This is an optimization exercise on Yosys and OpenROAD, whose aim is small area, a short achievable clock period and few clock cycles per item, not a production implementation.
Function was checked by simulation only, so behaviour that the tests miss may differ from the original.
No activity file was given, so power comes from the tool's default toggle rates.

== lane 1 ==
// systolic_array
module systolic_array #(
    parameter M          = 4,
    parameter N          = 16,
    parameter K          = 4,
    parameter DATA_WIDTH = 32
) (
    input                           clk,
    input                           rst_n,
    input      [DATA_WIDTH*M-1:0]   X,
    input      [DATA_WIDTH*K-1:0]   W,
    output     [DATA_WIDTH*M*K-1:0] Y,
    output reg                      done
);
  localparam DX1 = 2;
  localparam DX3 = 2;
  localparam DW  = 2;
  genvar i, j, c;
  wire [31:0] xm1 [0:3][0:DX1-1];
  wire [31:0] xm3 [0:3][0:DX3-1];
  wire [54:0] wer [0:3][0:DW-1];
  for (i = 0; i < 4; i = i + 1) begin : g_x
    wire [31:0] x3;
    times3 u_t3 (.x(X[32*i +: 32]), .y(x3));
    for (c = 0; c < DX1; c = c + 1) begin : g_c1
      dq #(.W(32)) u_q (.clk(clk), .d(X[32*i +: 32]), .q(xm1[i][c]));
    end
    for (c = 0; c < DX3; c = c + 1) begin : g_c3
      dq #(.W(32)) u_q (.clk(clk), .d(x3), .q(xm3[i][c]));
    end
  end
  for (j = 0; j < 4; j = j + 1) begin : g_w
    wire [54:0] enc;
    encw u_e (.w(W[32*j +: 32]), .enc(enc));
    for (c = 0; c < DW; c = c + 1) begin : g_cw
      dq #(.W(55)) u_q (.clk(clk), .d(enc), .q(wer[j][c]));
    end
  end
  reg [4:0] cnt;
  always @(posedge clk) begin
    if (~rst_n) begin
      cnt  <= 5'd0;
      done <= 1'b0;
    end else begin
      if (cnt != 5'd31) cnt <= cnt + 5'd1;
      if (cnt == 5'd17) done <= 1'b1;
    end
  ...
Size: ~24000 cells after synthesis, ~770 I/O pins, ~250000 um^2 of cells after synthesis.
==> flow/config.mk <==
export PLATFORM = sky130hd
export DESIGN_NAME = systolic_array
export DESIGN_NICKNAME = systolic_array
export VERILOG_FILES = /design/flow/design.v
export SDC_FILE = /design/flow/constraint.sdc
export NUM_CORES = 8
export LEC_CHECK = 0
export CAP_MARGIN = 20
export CORE_ASPECT_RATIO = 0.25
export CORE_MARGIN = 2
export CORE_UTILIZATION = 46
export PLACE_DENSITY = 0.62
export SETUP_SLACK_MARGIN = 4.6
export SLEW_MARGIN = 20
export SYNTH_HIERARCHICAL = 1
==> flow/constraint.sdc <==
create_clock -name core_clock -period 8.0 [get_ports {clk}]
set_input_delay 1.6000 -clock core_clock [delete_from_list [all_inputs] [get_ports {clk}]]
set_output_delay 1.6000 -clock core_clock [all_outputs]
set_load 0.01 [all_outputs]
standard.sh (not shown) runs the stock make flow with config.mk's settings and CLKGATE_MAP_FILE= SYNTH_SCRIPT=/design/flow/synth_recipe.tcl, a recipe that flattens the netlist after the stock synthesis.
==> flow/flow/run.sh <==
#!/bin/bash
set -euo pipefail
bash standard.sh \
  "BUFFER_PORTS_ARGS=-buffer_cell sky130_fd_sc_hd__buf_2" \
  "MATCH_CELL_FOOTPRINT=0" \
  "CTS_ARGS=-sink_clustering_enable -repair_clock_nets -dont_use_dummy_load" \
  finish > standard.log 2>&1
Lane 1 went all the way through the flow, and no timing, DRC or antenna check failed.
Testbench counts of lane 1, summed over its fixed seeds: cycles 4,864, gemms 256.
## Diff of input files: lane 2 against lane 1
Settings: SETUP_SLACK_MARGIN now 4.75, was 4.6.
==> results.txt <==
- Lane 2: flow complete, layout not clean; failing: max-capacitance violations, max-slew violations
- Between lane 2 and lane 1, the worst path buffer plus inverter count is lower for lane 1.
- Lane 2 vs lane 1 — setup slack rose 0.14 ns.
- Lane 2 reports its critical path capture point as g_r[1].g_c[2].u_pe.acc[81] while lane 1 reports g_r[2].g_c[0].u_pe.acc[81].
- Against lane 1 as the reference, lane 2 delivers a higher multi-input logic area.
- Comparing lane 2 and lane 1, met1 layer usage reported by global route is lower on lane 1.
- Relative to lane 1, lane 2 improves shortest clock period the worst path allows after layout.
- Number of signal-net buffers in the layout: lane 2 > lane 1
- Delta (lane 2 minus lane 1): global-route wire length before repair +about 4%, cell area grew by 4.2%, overall power after layout now sits higher, data required time at the worst endpoint rose 0.03 ns, maximum frequency went up.
> inputs changed (lane 2 -> lane 3)
Settings: SETUP_SLACK_MARGIN: 4.75 -> 4.6; CORE_ASPECT_RATIO: 0.25 -> unset.
==> results.txt <==
- Final max-slew violation count: lower on lane 3
- Note that the wire length of the first global-routing pass recorded for lane 2 amounts to 1.07 times the value seen in lane 3.
- Against lane 2 as the reference, lane 3 delivers a higher final critical path time including I/O delays and setup.
- Lane 2 has higher area added between synthesis and finish than lane 3.
- Lane 3 finished end to end and its layout was clean on timing, DRC and antenna.
- For lane 2, the startpoint of the worst setup timing path was g_x[1].g_c1[1].u_q.q[1], unlike lane 3, where it was g_r[3].g_c[0].u_pe.acc[17].
- Max critical path data arrival time across lane 3 and lane 2: lane 3
- Going from lane 2 to lane 3, number of buffers created by CTS grew by more than a quarter.
- Proportion of final cell area spent on non-clock buffers in lane 3 vs lane 2: down 2.6 points
Here is what was changed in the inputs of lane 4 compared with lane 3.
Settings: SETUP_SLACK_MARGIN changed from 4.6 to 4.75; CORE_ASPECT_RATIO newly set to 0.4.
Lane 4 vs. lane 3: total leakage power +about 4%; clock-buffer cell count -17%.
Relative to lane 3, horizontal die dimension increased by 58% in lane 4.
Delta (lane 4 minus lane 3): placed cell area flat; utilization rose 2.0 points.


systolic_array, a different RTL version from the one above (not shown whole).
Size in the first run: about 260000 um2 of cells after synthesis.
Settings: LEC_CHECK=0, CAP_MARGIN=20, CORE_MARGIN=2, CORE_UTILIZATION=46, PLACE_DENSITY=0.62, SETUP_SLACK_MARGIN=4.6, SLEW_MARGIN=20, SYNTH_HIERARCHICAL=1; clock period 8.0 ns.
==> flow/flow/run.sh <==
#!/bin/bash
set -euo pipefail
bash standard.sh \
  "BUFFER_PORTS_ARGS=-buffer_cell sky130_fd_sc_hd__buf_2" \
  "MATCH_CELL_FOOTPRINT=0" \
  finish > standard.log 2>&1
Testbench counts at the start, summed over its fixed seeds: cycles 4,864, gemms 256.
==> next run, changes <==
==> flow/run.sh (new file) <==
#!/bin/bash
# synth_recipe.tcl (not shown) runs the flow's synth.tcl, then flattens the netlist and writes it again
# the make line also repeats each setting of config.mk as NAME=value (left out here)
make -C /OpenROAD-flow-scripts/flow DESIGN_CONFIG=/design/flow/config.mk WORK_HOME=/design/flow/orfs CLKGATE_MAP_FILE= SYNTH_SCRIPT=/design/flow/synth_recipe.tcl finish
--- a/flow/config.mk
+++ b/flow/config.mk
@@ -10,2 +10,2 @@
-export CORE_UTILIZATION = 46
-export PLACE_DENSITY = 0.62
+export CORE_UTILIZATION = 38
+export PLACE_DENSITY = 0.55
removed: flow/flow/run.sh
removed: flow/standard.sh
Wire length rises by 9.3%.
Global-route usage shrinks by 3.8 points.
Final cell count goes up by 5.8%.
Area after synthesis does not change.

==> afterwards: timing with drivers on the ports <==
Ports are ideal in the flow. The routed layouts listed here were re-timed in OpenROAD. Step 1 assumes that a clkbuf_16 drives the clock port and a buf_2 every other input. Step 2 adds t to the input delays and takes it off the output delays; t is the mean of the earliest and latest rising clock arrival at the registers after step 1. Input paths then give back, and output paths get back, about the clock's delay inside the block. a / b / c = ideal ports / drivers / drivers and shift; a / b = the first two.
run	shift t [ns]	slack for setup (ns)	worst slew at a driven data input, ns
lane 1	1.171	4.418 / 4.418 / 3.533	0.23
lane 2	1.167	4.557 / 4.557 / 3.732	0.27
lane 3	1.132	4.437 / 4.437 / 3.631	0.40
lane 4	1.099	4.570 / 4.570 / 3.786	0.21
the first run of note 2	1.153	4.548 / 4.548 / 3.606	0.35
the second run of note 2	1.200	4.454 / 4.454 / 3.461	0.35
The setup slack of the second run of note 2, which loses most, moves by 0.000 ns with the drivers and by -0.993 ns with both steps.
